What follows belongs to an exercise in optimizing a design on an open flow for small area and a short achievable clock period; a production flow would make more cautious choices. The RTL was checked by simulation tests, not by an equivalence proof against the original design.

==> flow/design.v, too long to show whole: its modules and the start of the top module <==
// module dadda_32_reg: 14 lines
// module HA: 6 lines
// module HA_sum: 5 lines
// module HA_carry: 5 lines
// module csa_dadda: 6 lines
// module c_inv: 4 lines
// module c_nand2: 4 lines
// module c_nor2: 4 lines
// module c_xor2: 4 lines
// module c_xnor2: 4 lines
// module c_aoi21: 4 lines
// module c_oai21: 4 lines
// module c_aoi22: 4 lines
// module dadda_32: 4667 lines
module dadda_32_reg(clk, A, B, Y);
  // ...
==> flow/flow/run.sh <==
#!/bin/bash
# The standard layout, with timing repair aiming for a setup slack of
# 18 ns at the design's 24 ns clock, so that the achieved period shrinks,
# the smallest buffer on each port, and a light load in ABC's mapping so that
# the single-gate modules map to the smallest cells (timing repair sizes them).
bash standard.sh SETUP_SLACK_MARGIN=18 'BUFFER_PORTS_ARGS=-buffer_cell sky130_fd_sc_hd__buf_1' ABC_LOAD_IN_FF=1 finish > standard.log 2>&1
==> flow/standard.sh <==
#!/bin/bash
# synth_recipe.tcl (not shown) runs the flow's synth.tcl, then flattens the netlist and writes it again
# the make line also repeats each setting of config.mk as NAME=value (left out here)
make -C /OpenROAD-flow-scripts/flow DESIGN_CONFIG=/design/flow/config.mk WORK_HOME=/design/flow/orfs CLKGATE_MAP_FILE= SYNTH_SCRIPT=/design/flow/synth_recipe.tcl "${@:-finish}"
==> flow/config.mk <==
export PLATFORM = sky130hd
export DESIGN_NAME = dadda_32_reg
export DESIGN_NICKNAME = dadda_32_reg
export VERILOG_FILES = /design/flow/design.v
export SDC_FILE = /design/flow/constraint.sdc
export NUM_CORES = 4
export LEC_CHECK = 0
export CAP_MARGIN = 20
export CORE_MARGIN = 2
export CORE_UTILIZATION = 55
export CTS_BUF_LIST = sky130_fd_sc_hd__clkbuf_8
export GPL_ROUTABILITY_DRIVEN = 0
export SLEW_MARGIN = 20
export SYNTH_HIERARCHICAL = 1
export SYNTH_MINIMUM_KEEP_SIZE = 0
==> flow/constraint.sdc <==
create_clock -name core_clock -period 24.0 [get_ports {clk}]
set_input_delay 4.8000 -clock core_clock [delete_from_list [all_inputs] [get_ports {clk}]]
set_output_delay 4.8000 -clock core_clock [all_outputs]
set_load 0.01 [all_outputs]
==> summary.txt, run 1 <==
Outcome
  • Status: no timing/DRC/antenna violations

Finish
  • Share of layout cells above drive strength 1: 0.108
  • Fraction of area in multi-input gates: 0.803
  • Layout clock area frac: 0.0149
  • Multi-input combinational cell count: between 2000 and 2500
  • Largest area class, layout: multi-input gates

Yosys
  • Syn. warnings: 7
  • Average size of a mapped cell: approximately 10 um^2
  • Ranking of synthesized cells by area: fa_1 38%, xor2_1 21%, a22oi_1 15%, dfxtp_1 10%, xnor2_1 2.9%
  • Xor and xnor area share after synthesis: 0.239

Route
  • Post-route antenna net violation count: 0
  • Vias/cell: 6.87
  • DRT Pass-1 Iters: 7
  • Met3 WL: about 14000 um

Setup path
  • Cells on worst reg2reg path: 16
  • Worst setup path start: Y[29]$_DFF_P_
  • Crit path buffers/inverters: 1

Timing
  • Unrepaired setup endpoints after global routing: true
  • Final hold vios: 0
  • Worst slew pin tran: a little over 0.9 ns
  • Final clock skew: 0.0261 ns

Global route
  • Largest net degree at the start of global routing: 36

Die
  • Tap cell count: 607
==> run 2, diff against run 1 <==
--- a/flow/config.mk
+++ b/flow/config.mk
@@ -8,7 +8,7 @@
 export CAP_MARGIN = 20
 export CORE_MARGIN = 2
-export CORE_UTILIZATION = 55
+export CORE_UTILIZATION = 62
 export CTS_BUF_LIST = sky130_fd_sc_hd__clkbuf_8
-export GPL_ROUTABILITY_DRIVEN = 0
+export PLACE_DENSITY = 0.7
 export SLEW_MARGIN = 20
 export SYNTH_HIERARCHICAL = 1
==> run 2 against run 1 <==
- still clean on timing, DRC and antenna
- core utilization increased by 8.6 points
- cell count fell by 1.9%
- hold slack worse by 0.052 ns
- global-route usage rose by 3.2 points
- sequential share of layout area barely moved
- count of clock-buffer cells in the layout up 1
- non-clock buffer count rose by 11
- worst setup slack worse by 0.041 ns
- critical endpoint is now Y[39]
==> summary.txt, run 2 <==
Outcome
  • Status: no timing/DRC/antenna violations

Route
  • Via count: ~23000
  • Vias/cell: 7.14 (+3.8%)
  • Post-route antenna net violation count: 0 (unchanged)
  • WL final: 102000 um
  • Initial DRC count: between 3000 and 4000
  • DR DRC count: 0
  • DRT Pass-1 Iters: 7 (unchanged)
  • Wire length per cell: around 31 um

Placement
  • DP HPWL: between 60000 and 70000 um
  • Post-DP Area: approximately 27000 um^2
  • Port Buffer Count: around 130
  • GP Congestion: around 1
  • Place WS: between 15 and 20 ns

Yosys
  • Post-synth top cells: 613 x xor2_1, 496 x a22oi_1, 481 x fa_1
  • Synthesized flop and latch total: between 100 and 150
  • Count of cell types in the netlist: 19
  • Post-synth top area share: 0.376
  • Most used DFF post-synth: dfxtp_1
  • Mapped Area: between 20000 and 30000 um^2
  • Synth area leader: fa_1
  • Sequential cell area fraction in the yosys report: 0.100
  • Asr flop ratio synth: 0
  • Syn. warnings: 7 (unchanged)
  • Cell with the most instances after synthesis: xor2_1
  • Average size of a mapped cell: 10.2 um^2 (unchanged)
  • Cells after Synth: about 2500
  • Post-synth EDFFs: 0
  • Ranking of synthesized cells by area: fa_1 38%, xor2_1 21%, a22oi_1 15%, dfxtp_1 10%, xnor2_1 2.9%

Clock tree
  • Clock Root Buffer: clkbuf_8
  • Hold-fix buffers, CTS: 0
  • Num CTS Buffers: 17
  • CTS tree: yes
  • Clock latency on the worst-skew pair: roughly 0.6 ns
  • Clock Path Buffers: 2
  • H-tree Lvls: 4
  • CTS clock-pin slew for the worst setup and hold paths: 0.11 ns
  • # clock sinks: approximately 130

Finish
  • Largest registers: Y: 64 flops, a_r: 32 flops, b_r: 32 flops
  • Area grow syn2layout: 13.4%
  • Top reg by flops: Y
  • Net count, final: around 3300
  • Commonest non-fill, non-tap cell in the layout: xor2_1
  • Share of layout cells above drive strength 1: 0.121 (+0.0130)
  • Most frequent cells in the layout: 607 x xor2_1, 475 x a22oi_1, 475 x fa_1
  • Max reg flops: 64
  • Utilization after layout: 0.712
  • Post-route design area: ~29000 um^2

Setup path
  • Startpoint types: flop
  • Max incr delay on CP: around 0.42 ns
  • Cells on worst reg2reg path: 18 (+2)
  • CP endpoint: Y[39]
  • CP top delay family: flip-flops
  • Worst Path Max Fanout: 1
  • Crit path buffers/inverters: 1 (unchanged)
  • CP Capture Type: primary output
  • Critical R2R Capture: Y[23]$_DFF_P_
  • Critical path class: reg -> out
  • Slowest CP cell: dfxtp_1
  • Critical Path AT: roughly 1.2 ns
  • Worst setup path start: Y[39]$_DFF_P_
  • RR Startpoint: b_r[3]$_DFF_P_
  • Flop2flop setup slack: between 15 and 20 ns
  • Critical-path cell list: buf_1
  • CP required: between 15 and 20 ns
  • Crit path depth: 1

Min path
  • Hold Crit Class: reg -> reg

Global route
  • GRT Total Usage: 0.468
  • Largest net degree at the start of global routing: 36 (unchanged)
  • Vias in the first global route: ~25000
  • Grt ovf: 0
  • Initial antenna violation count: 1
  • First-pass GRT wire length: 149000 um

Timing
  • Fmax achieved: 0.167 GHz
  • Setup tns final: 0 ns
  • Slew margin rel.: 0.353
  • Final clock skew: 0.0334 ns (+0.00738 ns)
  • Final hold vios: 0 (unchanged)
  • Final min period: roughly 6.0 ns
  • Setup violations, final: 0
  • Max Transition Viols Final: 0
  • Fin crit share: 0.249
  • Worst slew pin tran: 0.970 ns (+0.0495 ns)
  • Setup WS post-layout: between 15 and 20 ns
  • Unrepaired setup endpoints after global routing: true

Die
  • Die W: a little over 200 um
  • Initial Util: 0.628
  • Core Area: between 40000 and 50000 um^2
  • I/O pin count: 129
  • Die area: approximately 43000 um^2
  • Row Count: between 70 and 80
  • Die height: slightly above 200 um

Flow run
  • Max cap viols: 0
-- run 2: changes by cell type in the layout (fill, tap and decap cells not counted), moves of 4 or more --
cell	previous run	this run
dfxtp_2	8	12
buf_4	53	60
fa_1	479	475
nor2_1	105	100
buf_6	12	19
nor2_4	9	13
a22oi_2	13	21
a22oi_1	483	475
nand2_1	178	174
fa_2	2	6
dfxtp_1	114	109
-- run 2: area by class of cell --
| type | instances | area, um^2 |
|---|---|---|
| flip-flops and latches | 128 | 2600 |
| multi-input cells | 2316 | 23400 |
| clock buffers | 18 | 248 |
| well taps | 532 | 666 |
| diodes | 2 | 5.00 |
| inverters | 32 | 120 |
| fillers | 3125 | 11700 |
| repair buffers | 245 | 1850 |
| clock inverters | 14 | 155 |
-- run 2: timing repair --
| action | 4_1_cts | 5_1_grt |
|---|---|---|
| resized for setup | 54 | 206 |
| pin swaps | 6 | 26 |
| gates cloned | 3 | 3 |
| buffers inserted | 23 | 21 |
| endpoints found under the setup margin | 47 | 44 |
-- run 2: per-stage QoR --
step	hold slack (ns)	instances
2_1_floorplan	0.948	2537
3_3_place_gp	1.01	3203
3_5_place_dp	1.02	3203
4_1_cts	0.952	3261
5_1_grt	0.993	3285
6_report	0.941	3287
-- run 2: kinds of logic (layout without fill, tap and decap cells) --
logic type               after synthesis  count (layout)  synth area share
AO/OA/AOI/OAI                        697             699             0.185
XOR/XNOR                             698             698             0.239
adder cells (fa/ha/maj)              496             496             0.384
buffers and inverters                 96             309            0.0235
flip-flops                           128             128             0.100
other                                  2              22          0.000294
AND/OR/NAND/NOR                      402             403            0.0681
-- run 2: layer usage --
metal  GRT usage  routed length (um)  vias up  part of all wire
li1            -                   -     9165                 -
met1       0.587               34800    11507              0.34
met2       0.678               43100     2219              0.42
met3       0.177               16100      563              0.16
met4       0.304                8100        0             0.079
met5     0.00111                   0        -                 0
-- run 2: worst min path at each step --
stage / from / to / slack, ns / depth (start not counted)
floorplan: b_r[1]$_DFF_P_ / Y[0]$_DFF_P_ / 0.95 / 3
global placement: b_r[0]$_DFF_P_ / Y[0]$_DFF_P_ / 1.01 / 4
detailed placement: b_r[0]$_DFF_P_ / Y[0]$_DFF_P_ / 1.02 / 4
CTS: b_r[1]$_DFF_P_ / Y[0]$_DFF_P_ / 0.95 / 2
global route: b_r[0]$_DFF_P_ / Y[0]$_DFF_P_ / 0.99 / 4
finish: b_r[0]$_DFF_P_ / Y[0]$_DFF_P_ / 0.94 / 4
-- run 2: per-module statistics from Yosys (local to each module, per instance), excerpt --
module / cells inside / area [um^2] / flip-flops and latches
HA_sum: 1 / 8.76 / 0
c_aoi21: 1 / 5.00 / 0
c_inv: 1 / 3.75 / 0
c_nand2: 1 / 3.75 / 0
c_nor2: 1 / 3.75 / 0
c_oai21: 1 / 5.00 / 0
c_xor2: 1 / 8.76 / 0
csa_dadda: 1 / 20.0 / 0
==> run 3, diff against run 2 <==
--- a/flow/config.mk
+++ b/flow/config.mk
@@ -6,10 +6,9 @@
 export NUM_CORES = 4
 export LEC_CHECK = 0
-export CAP_MARGIN = 20
+export CAP_MARGIN = 0
 export CORE_MARGIN = 2
-export CORE_UTILIZATION = 62
+export CORE_UTILIZATION = 55
 export CTS_BUF_LIST = sky130_fd_sc_hd__clkbuf_8
-export PLACE_DENSITY = 0.7
-export SLEW_MARGIN = 20
+export SLEW_MARGIN = 0
 export SYNTH_HIERARCHICAL = 1
 export SYNTH_MINIMUM_KEEP_SIZE = 0
==> run 3 against run 2 <==
- cell count increased by 2.4%
- design area hardly changed
- hold slack improved by 0.025 ns
- sequential share of layout area is essentially flat
- register-to-register slack improved by 0.08 ns
- sequential cell count is the same
- largest cell class unchanged
- first-iteration DRC count decreased by 5.4%
==> summary.txt, run 3 <==
Outcome
  • Status: no timing/DRC/antenna violations

Yosys
  • Asr flop ratio synth: 0 (unchanged)
  • Sequential cell area fraction in the yosys report: 0.100 (unchanged)
  • Post-synth EDFFs: 0 (unchanged)
  • Post-synth top cells: 613 x xor2_1, 496 x a22oi_1, 481 x fa_1
  • Cell with the most instances after synthesis: xor2_1
  • Synthesized flop and latch total: 128 (unchanged)
  • Cells after Synth: 2519 (unchanged)
  • Count of cell types in the netlist: 19 (unchanged)
  • Mapped Area: 25600 um^2 (unchanged)
  • Syn. warnings: 7 (unchanged)
  • Ranking of synthesized cells by area: fa_1 38%, xor2_1 21%, a22oi_1 15%, dfxtp_1 10%, xnor2_1 2.9%
  • Post-synth top area share: 0.376 (unchanged)
  • Average size of a mapped cell: 10.2 um^2 (unchanged)
  • Synth area leader: fa_1
  • Most used DFF post-synth: dfxtp_1

Die
  • Initial Util: 0.553 (-0.0749)
  • Core Area: 46300 um^2 (+14%)
  • Die area: 48200 um^2 (+12%)
  • Row Count: 79 (+6.8%)
  • Die W: 220 um (+6.1%)
  • I/O pin count: 129 (unchanged)
  • Die height: 220 um (+6.1%)

Finish
  • Area grow syn2layout: 13.5% (about the same)
  • Share of layout cells above drive strength 1: 0.115 (-0.00598)
  • Sequential cell area: 2600 um^2 (about the same)
  • Net count, final: 3305 (+0.12%)
  • Area of the multi-input gates: 23300 um^2 (-0.45%)
  • Commonest non-fill, non-tap cell in the layout: xor2_1
  • Max reg flops: 64 (unchanged)
  • Filler Cells Inserted: 3873 (+24%)
  • Top reg by flops: Y
  • Largest registers: Y: 64 flops, a_r: 32 flops, b_r: 32 flops
  • Most frequent cells in the layout: 612 x xor2_1, 491 x a22oi_1, 477 x fa_1

Timing
  • Slew margin rel.: 0.426 (+0.0729)
  • Fmax achieved: 0.168 GHz (+0.73%)
  • Fin crit share: 0.248 (-0.00180)
  • Final clock skew: 0.0247 ns (-0.00873 ns)
  • Worst slew pin tran: 0.860 ns (-0.109 ns)
  • Setup tns final: 0 ns (unchanged)
  • Max Transition Viols Final: 0 (unchanged)
  • Setup violations, final: 0 (unchanged)
  • Final hold vios: 0 (unchanged)
  • Final min period: 5.94 ns (-0.0431 ns)
  • Setup WS post-layout: 18.06 ns (+0.0431 ns)
  • Unrepaired setup endpoints after global routing: true

Clock tree
  • Clock Path Buffers: 2 (unchanged)
  • Clock latency on the worst-skew pair: 0.59 ns (about the same)
  • Num CTS Buffers: 17 (unchanged)
  • # clock sinks: 128 (unchanged)
  • H-tree Lvls: 4 (unchanged)
  • CTS clock-pin slew for the worst setup and hold paths: 0.09 ns (-0.02 ns)
  • Clock Root Buffer: clkbuf_8
  • CTS tree: yes
  • Hold-fix buffers, CTS: 0 (unchanged)

Route
  • Via count: 23171 (-1.2%)
  • DRT Pass-1 Iters: 8 (+1)
  • Wire length per cell: 31.3 um (+0.65%)
  • Initial DRC count: 3282 (-5.4%)
  • DR DRC count: 0 (unchanged)
  • Vias/cell: 6.88 (-3.6%)
  • WL final: 105000 um (+3.1%)
  • Post-route antenna net violation count: 0 (unchanged)

Setup path
  • Worst Path Max Fanout: 1 (unchanged)
  • Critical path class: reg -> out
  • Critical-path cell list: buf_1
  • CP Capture Type: primary output
  • Critical Path AT: 1.14 ns (-0.05 ns)
  • CP top delay family: flip-flops
  • Max incr delay on CP: 0.40 ns (-0.02 ns)
  • CP required: 19.20 ns (about the same)
  • Crit path buffers/inverters: 1 (unchanged)
  • Startpoint types: flop
  • Slowest CP cell: dfxtp_1

Placement
  • Port Buffer Count: 128 (unchanged)
  • Place WS: 16.76 ns (-0.0556 ns)
  • DP HPWL: 63400 um (+3.1%)
  • GP Congestion: 1.00 (-1.2%)

Min path
  • Hold Crit Class: reg -> reg

Global route
  • Vias in the first global route: 24427 (-0.72%)
  • Grt ovf: 0 (unchanged)
  • Initial antenna violation count: 4 (+3)
  • First-pass GRT wire length: 154000 um (+3.1%)
  • GRT Total Usage: 0.443 (-0.0253)
  • Largest net degree at the start of global routing: 36 (unchanged)

Flow run
  • Max cap viols: 0 (unchanged)
==> run 3: modules after synthesis, one instance, submodules excluded, excerpt <==
module | area, um^2 | cells | times used
HA_carry | 6.26 | 1 | 43
HA_sum | 8.76 | 1 | 43
c_aoi21 | 5.00 | 1 | 72
c_aoi22 | 7.51 | 1 | 496
c_inv | 3.75 | 1 | 32
c_nand2 | 3.75 | 1 | 178
c_nor2 | 3.75 | 1 | 135
c_oai21 | 5.00 | 1 | 114
c_xnor2 | 8.76 | 1 | 42
c_xor2 | 8.76 | 1 | 613
csa_dadda | 20.0 | 1 | 481
dadda_32 | 1050 | 142 | 1
dadda_32_reg | 2560 | 128 | 1
==> run 3: metrics by stage <==
stage          utilization  area (um^2)  hold WS (ns)  std cells
2_1_floorplan            -        25800         0.948       2537
3_3_place_gp         0.587        27200          1.00       3278
3_5_place_dp         0.587        27200          1.01       3278
4_1_cts              0.609        28200         0.956       3338
5_1_grt              0.627        29000          1.00       3365
6_report             0.628        29000         0.966       3367
==> run 3: repair_timing <==
action	4_1_cts	5_1_grt
endpoints found under the setup margin	48	44
gates cloned	3	3
buffers inserted	25	23
hold endpoints to repair	0	0
resized for setup	79	158
pin swaps	7	12
==> run 3: kinds of logic after synthesis <==
group,count (synthesis),synth area share
other,2,0.000294
buffers and inverters,96,0.0235
and+or+nand+nor,402,0.0681
adders and majority gates,496,0.384
xor gates and xnor gates,698,0.239
DFF,128,0.100
AOI/OAI and AO/OA,697,0.185
==> run 3: metal layers <==
layer | GRT usage | wire, um
met1 | 0.561 | 37800
met2 | 0.656 | 45000
met3 | 0.161 | 15300
met4 | 0.246 | 7050
met5 | 0 | 26
==> run 3: final timing paths <==
check,startpoint,endpoint,slack (ns),depth (start not counted)
max,Y[29]$_DFF_P_,Y[29],18.06,1
min,b_r[0]$_DFF_P_,Y[0]$_DFF_P_,0.97,4
max reg2reg,b_r[1]$_DFF_P_,Y[23]$_DFF_P_,18.09,19
min reg2reg,b_r[0]$_DFF_P_,Y[0]$_DFF_P_,0.97,4
==> run 3: layout make-up <==
| type | count | share of cell area |
|---|---|---|
| multi-input combinational | 2316 | 0.801 |
| sequential | 128 | 0.0897 |
| timing repair buffer | 249 | 0.0652 |
| tap | 607 | 0.0262 |
| clock buffer | 17 | 0.00806 |
| clock inverter | 15 | 0.00526 |
| inverter | 32 | 0.00414 |
| antenna | 3 | 0.000259 |
==> run 3: worst reg2reg max path, delay by kind of cell (launching register included) <==
| family | cells | cell delay, ns |
|---|---|---|
| adder cells (fa/ha/maj) | 5 | 2.33 |
| AND/OR/NAND/NOR | 1 | 0.20 |
| AO/OA/AOI/OAI | 6 | 1.29 |
| XOR/XNOR | 2 | 0.51 |
| buffers and inverters | 5 | 0.98 |
| flip-flops | 1 | 0.47 |
==> run 4, diff against run 3 <==
==> flow/flow/run.sh (replaced) <==
#!/bin/bash
# The standard layout, with timing repair aiming for a setup slack of
# 18.25 ns at the design's 24 ns clock, so that the achieved period shrinks,
# the smallest buffer on each port, and a light load in ABC's mapping so that
# the single-gate modules map to the smallest cells (timing repair sizes them).
bash standard.sh SETUP_SLACK_MARGIN=18.25 'BUFFER_PORTS_ARGS=-buffer_cell sky130_fd_sc_hd__buf_1' ABC_LOAD_IN_FF=1 finish > standard.log 2>&1
--- a/flow/config.mk
+++ b/flow/config.mk
@@ -6,9 +6,9 @@
 export NUM_CORES = 4
 export LEC_CHECK = 0
-export CAP_MARGIN = 0
+export CAP_MARGIN = 20
 export CORE_MARGIN = 2
 export CORE_UTILIZATION = 55
 export CTS_BUF_LIST = sky130_fd_sc_hd__clkbuf_8
-export SLEW_MARGIN = 0
+export SLEW_MARGIN = 20
 export SYNTH_HIERARCHICAL = 1
 export SYNTH_MINIMUM_KEEP_SIZE = 0
==> run 4 against run 3 <==
- still clean on timing, DRC and antenna
- global-route usage increased by 1.6 points
- routed wire length rose by 8.7%
- design area is 9.0% higher
- sequential share of layout area is 0.49 points lower
- count of clock-buffer cells in the layout unchanged
- area after synthesis did not move
- register-to-register slack improved by 0.08 ns
- hold slack barely moved
==> summary.txt, run 4 <==
Finish
  • Share of layout cells above drive strength 1: 0.232 (+0.117)
  • Max reg flops: 64 (unchanged)
  • Non-Filler Instances: 3432 (+1.9%)
  • Area grow syn2layout: 23.7%
  • Commonest non-fill, non-tap cell in the layout: xor2_1
  • Most frequent cells in the layout: 599 x xor2_1, 463 x a22oi_1, 442 x fa_1
  • Top reg by flops: Y
  • Filler Cells Inserted: 3546 (-8.4%)
  • Net count, final: 3372 (+2.0%)
  • Largest registers: Y: 64 flops, a_r: 32 flops, b_r: 32 flops

Clock tree
  • Clock Path Buffers: 2 (unchanged)
  • Num CTS Buffers: 17 (unchanged)
  • H-tree Lvls: 4 (unchanged)
  • CTS clock-pin slew for the worst setup and hold paths: 0.10 ns (about the same)
  • Clock latency on the worst-skew pair: 0.58 ns (about the same)
  • Clock Root Buffer: clkbuf_8
  • # clock sinks: 128 (unchanged)
  • CTS tree: yes
  • Hold-fix buffers, CTS: 0 (unchanged)

Yosys
  • Cells after Synth: 2519 (unchanged)
  • Mapped Area: 25600 um^2 (unchanged)
  • Cell with the most instances after synthesis: xor2_1
  • Synth area leader: fa_1
  • Synthesized flop and latch total: 128 (unchanged)
  • Most used DFF post-synth: dfxtp_1
  • Ranking of synthesized cells by area: fa_1 38%, xor2_1 21%, a22oi_1 15%, dfxtp_1 10%, xnor2_1 2.9%
  • Syn. warnings: 7 (unchanged)
  • Post-synth top area share: 0.376 (unchanged)
  • Count of cell types in the netlist: 19 (unchanged)
  • Post-synth EDFFs: 0 (unchanged)
  • Asr flop ratio synth: 0 (unchanged)
  • Sequential cell area fraction in the yosys report: 0.100 (unchanged)
  • Post-synth top cells: 613 x xor2_1, 496 x a22oi_1, 481 x fa_1
  • Average size of a mapped cell: 10.2 um^2 (unchanged)

Setup path
  • CP Capture Type: primary output
  • Cells on worst reg2reg path: 23 (+4)
  • Slowest CP cell: dfxtp_2
  • RR Startpoint: b_r[1]$_DFF_P_
  • Worst Path Max Fanout: 1 (unchanged)
  • Max incr delay on CP: 0.36 ns (-0.04 ns)
  • Critical-path cell list: buf_6
  • Flop2flop setup slack: 18.17 ns (+0.08 ns)
  • CP top delay family: flip-flops
  • Crit path buffers/inverters: 1 (unchanged)
  • Critical Path AT: 1.05 ns (-0.09 ns)
  • Critical path class: reg -> out
  • Critical R2R Capture: Y[43]$_DFF_P_
  • CP required: 19.20 ns (about the same)
  • Startpoint types: flop

Route
  • DRT Pass-1 Iters: 7 (-1)
  • DR DRC count: 0 (unchanged)
  • Wire length per cell: 33.3 um (+6.7%)
  • Via count: 23906 (+3.2%)
  • Vias/cell: 6.97 (+1.2%)
  • WL final: 114000 um (+8.7%)
  • Post-route antenna net violation count: 0 (unchanged)
  • Initial DRC count: 3726 (+14%)

Timing
  • Final hold vios: 0 (unchanged)
  • Final clock skew: 0.0190 ns (-0.00570 ns)
  • Max Transition Viols Final: 0 (unchanged)
  • Final min period: 5.85 ns (-0.0974 ns)
  • Min Hold Slack: 0.966 ns (+0.0000130 ns)
  • Slew margin rel.: 0.444 (+0.0173)
  • Setup violations, final: 0 (unchanged)
  • Unrepaired setup endpoints after global routing: true
  • Setup tns final: 0 ns (unchanged)
  • Worst slew pin tran: 0.835 ns (-0.0258 ns)
  • Fin crit share: 0.244 (-0.00406)
  • Fmax achieved: 0.171 GHz (+1.7%)

Die
  • Initial Util: 0.553 (unchanged)
  • Die height: 220 um (unchanged)
  • I/O pin count: 129 (unchanged)
  • Row Count: 79 (unchanged)
  • Die W: 220 um (unchanged)
  • Die area: 48200 um^2 (unchanged)
  • Core Area: 46300 um^2 (unchanged)

Global route
  • Vias in the first global route: 25155 (+3.0%)
  • Grt ovf: 0 (unchanged)
  • Initial antenna violation count: 1 (-3)
  • First-pass GRT wire length: 160000 um (+3.5%)
  • Largest net degree at the start of global routing: 36 (unchanged)
  • GRT Total Usage: 0.459 (+0.0162)

Placement
  • DP HPWL: 64800 um (+2.2%)
  • Placed cells: 3283 (+0.15%)
  • Port Buffer Count: 128 (unchanged)
  • GP Congestion: 0.990 (-1.4%)

Min path
  • Hold worst-path end: Y[0]$_DFF_P_
  • Worst hold stages: 4 (unchanged)
  • Worst Hold Launch: b_r[0]$_DFF_P_
  • Hold Crit Class: reg -> reg

Flow run
  • Max cap viols: 0 (unchanged)

Outcome
  • Status: no timing/DRC/antenna violations
## run 4: cell counts after synthesis
Identical to the previous run, type by type.
## run 4: worst max path at each step
stage                                to  slack [ns]            start  cells past startpoint
after floorplan           Y[61]$_DFF_P_       18.25  b_r[31]$_DFF_P_                     18
after global placement    Y[43]$_DFF_P_       16.95  b_r[31]$_DFF_P_                     20
after detailed placement  Y[43]$_DFF_P_       16.97  b_r[31]$_DFF_P_                     20
after CTS                         Y[39]       18.12    Y[39]$_DFF_P_                      1
after global routing      Y[45]$_DFF_P_       18.03  b_r[21]$_DFF_P_                     20
final                             Y[23]       18.15    Y[23]$_DFF_P_                      1
## run 4: repair_timing
action | in CTS | in global routing
gates resized for setup | 329 | 335
gates cloned | 3 | 19
buffers inserted | 36 | 58
endpoints found under the setup margin | 112 | 105
pin swaps | 23 | 91
## run 4: Yosys stat by module (local to each module, per instance), a selection
module        area, um^2  cells  flip-flops and latches  times used
csa_dadda           20.0      1                       0         481
dadda_32            1050    142                       0           1
dadda_32_reg        2560    128                     128           1
HA_carry            6.26      1                       0          43
c_xor2              8.76      1                       0         613
c_aoi21             5.00      1                       0          72
c_inv               3.75      1                       0          32
c_oai21             5.00      1                       0         114
c_xnor2             8.76      1                       0          42
c_nand2             3.75      1                       0         178
c_nor2              3.75      1                       0         135
## run 4: cell families after synthesis
group | after synthesis | synth area share
adder cells (fa/ha/maj) | 496 | 0.384
AO/OA/AOI/OAI | 697 | 0.185
buffers and inverters | 96 | 0.0235
AND/OR/NAND/NOR | 402 | 0.0681
other | 2 | 0.000294
XOR/XNOR | 698 | 0.239
flip-flops | 128 | 0.100
## run 4: worst reg2reg max path: stages, from the launching register on
cell,delay (ns)
dfxtp_4,0.39
buf_12,0.15
nand2_4,0.07
o22ai_4,0.21
buf_12,0.15
clkbuf_16,0.15
buf_4,0.13
a22oi_1,0.08
xor2_1,0.20
fa_1,0.46
fa_1,0.46
fa_1,0.61
fa_1,0.45
fa_1,0.61
nor2_4,0.08
nor2_4,0.21
nand2_1,0.23
o21ai_2,0.29
a21oi_2,0.10
o21ai_2,0.17
a21oi_4,0.05
buf_12,0.14
o21ai_2,0.17
xnor2_1,0.16
## run 4: per-stage QoR
stage	cell area, um^2	utilization	setup slack (ns)
finish	31600	0.684	18.15
global route	31600	0.684	18.03
CTS	29200	0.632	18.12
detailed placement	27200	0.588	16.97
global placement	27200	0.588	16.95
floorplan	25900	-	18.25
## run 4: per-layer routing
layer | wire (um) | part of all wire | GRT usage | vias to the layer above
met1 | 39600 | 0.35 | 0.571 | 11885
met5 | 232 | 0.0020 | 0.00417 | -
met4 | 8020 | 0.070 | 0.258 | 6
li1 | - | - | - | 9294
met3 | 17900 | 0.16 | 0.178 | 563
met2 | 48600 | 0.43 | 0.682 | 2158
## run 4: layout make-up
| type | count | area, um^2 | share of cell area |
|---|---|---|---|
| Clock buffer | 17 | 234 | 0.00739 |
| Multi-Input combinational cell | 2313 | 24300 | 0.768 |
| Antenna cell | 1 | 2.50 | 0.0000791 |
| Inverter | 32 | 120 | 0.00380 |
| Clock inverter | 15 | 138 | 0.00435 |
| Tap cell | 607 | 759 | 0.0240 |
| Sequential cell | 128 | 2680 | 0.0848 |
| Timing Repair Buffer | 319 | 3420 | 0.108 |

separate check: timing with driven ports:
How much do the figures lean on ideal ports? The routed layouts below were timed once more, with nothing changed but the port constraints. Step 1 sets driving cells, clkbuf_16 on the clock port and buf_2 on the other inputs (assumed; they add their load-dependent delay and slew). Step 2 also shifts input and output timing later by t, the mid clock arrival at the registers, as if the neighbouring blocks saw the same clock. Slacks: no drivers / after step 1 / after step 2; pairs: no drivers / after step 1.
run	t, ns	slack for setup (ns)	latest minus earliest clock arrival (ns)	cell pins on the clock port's net
run 1	0.638	18.055 / 17.994 / 18.092	0.026 / 0.026	1
run 2	0.637	18.014 / 17.959 / 18.014	0.033 / 0.033	1
run 3	0.631	18.057 / 17.999 / 18.089	0.026 / 0.025	1
run 4	0.625	18.155 / 18.096 / 18.171	0.019 / 0.019	1
After both steps every run listed still meets setup and hold.
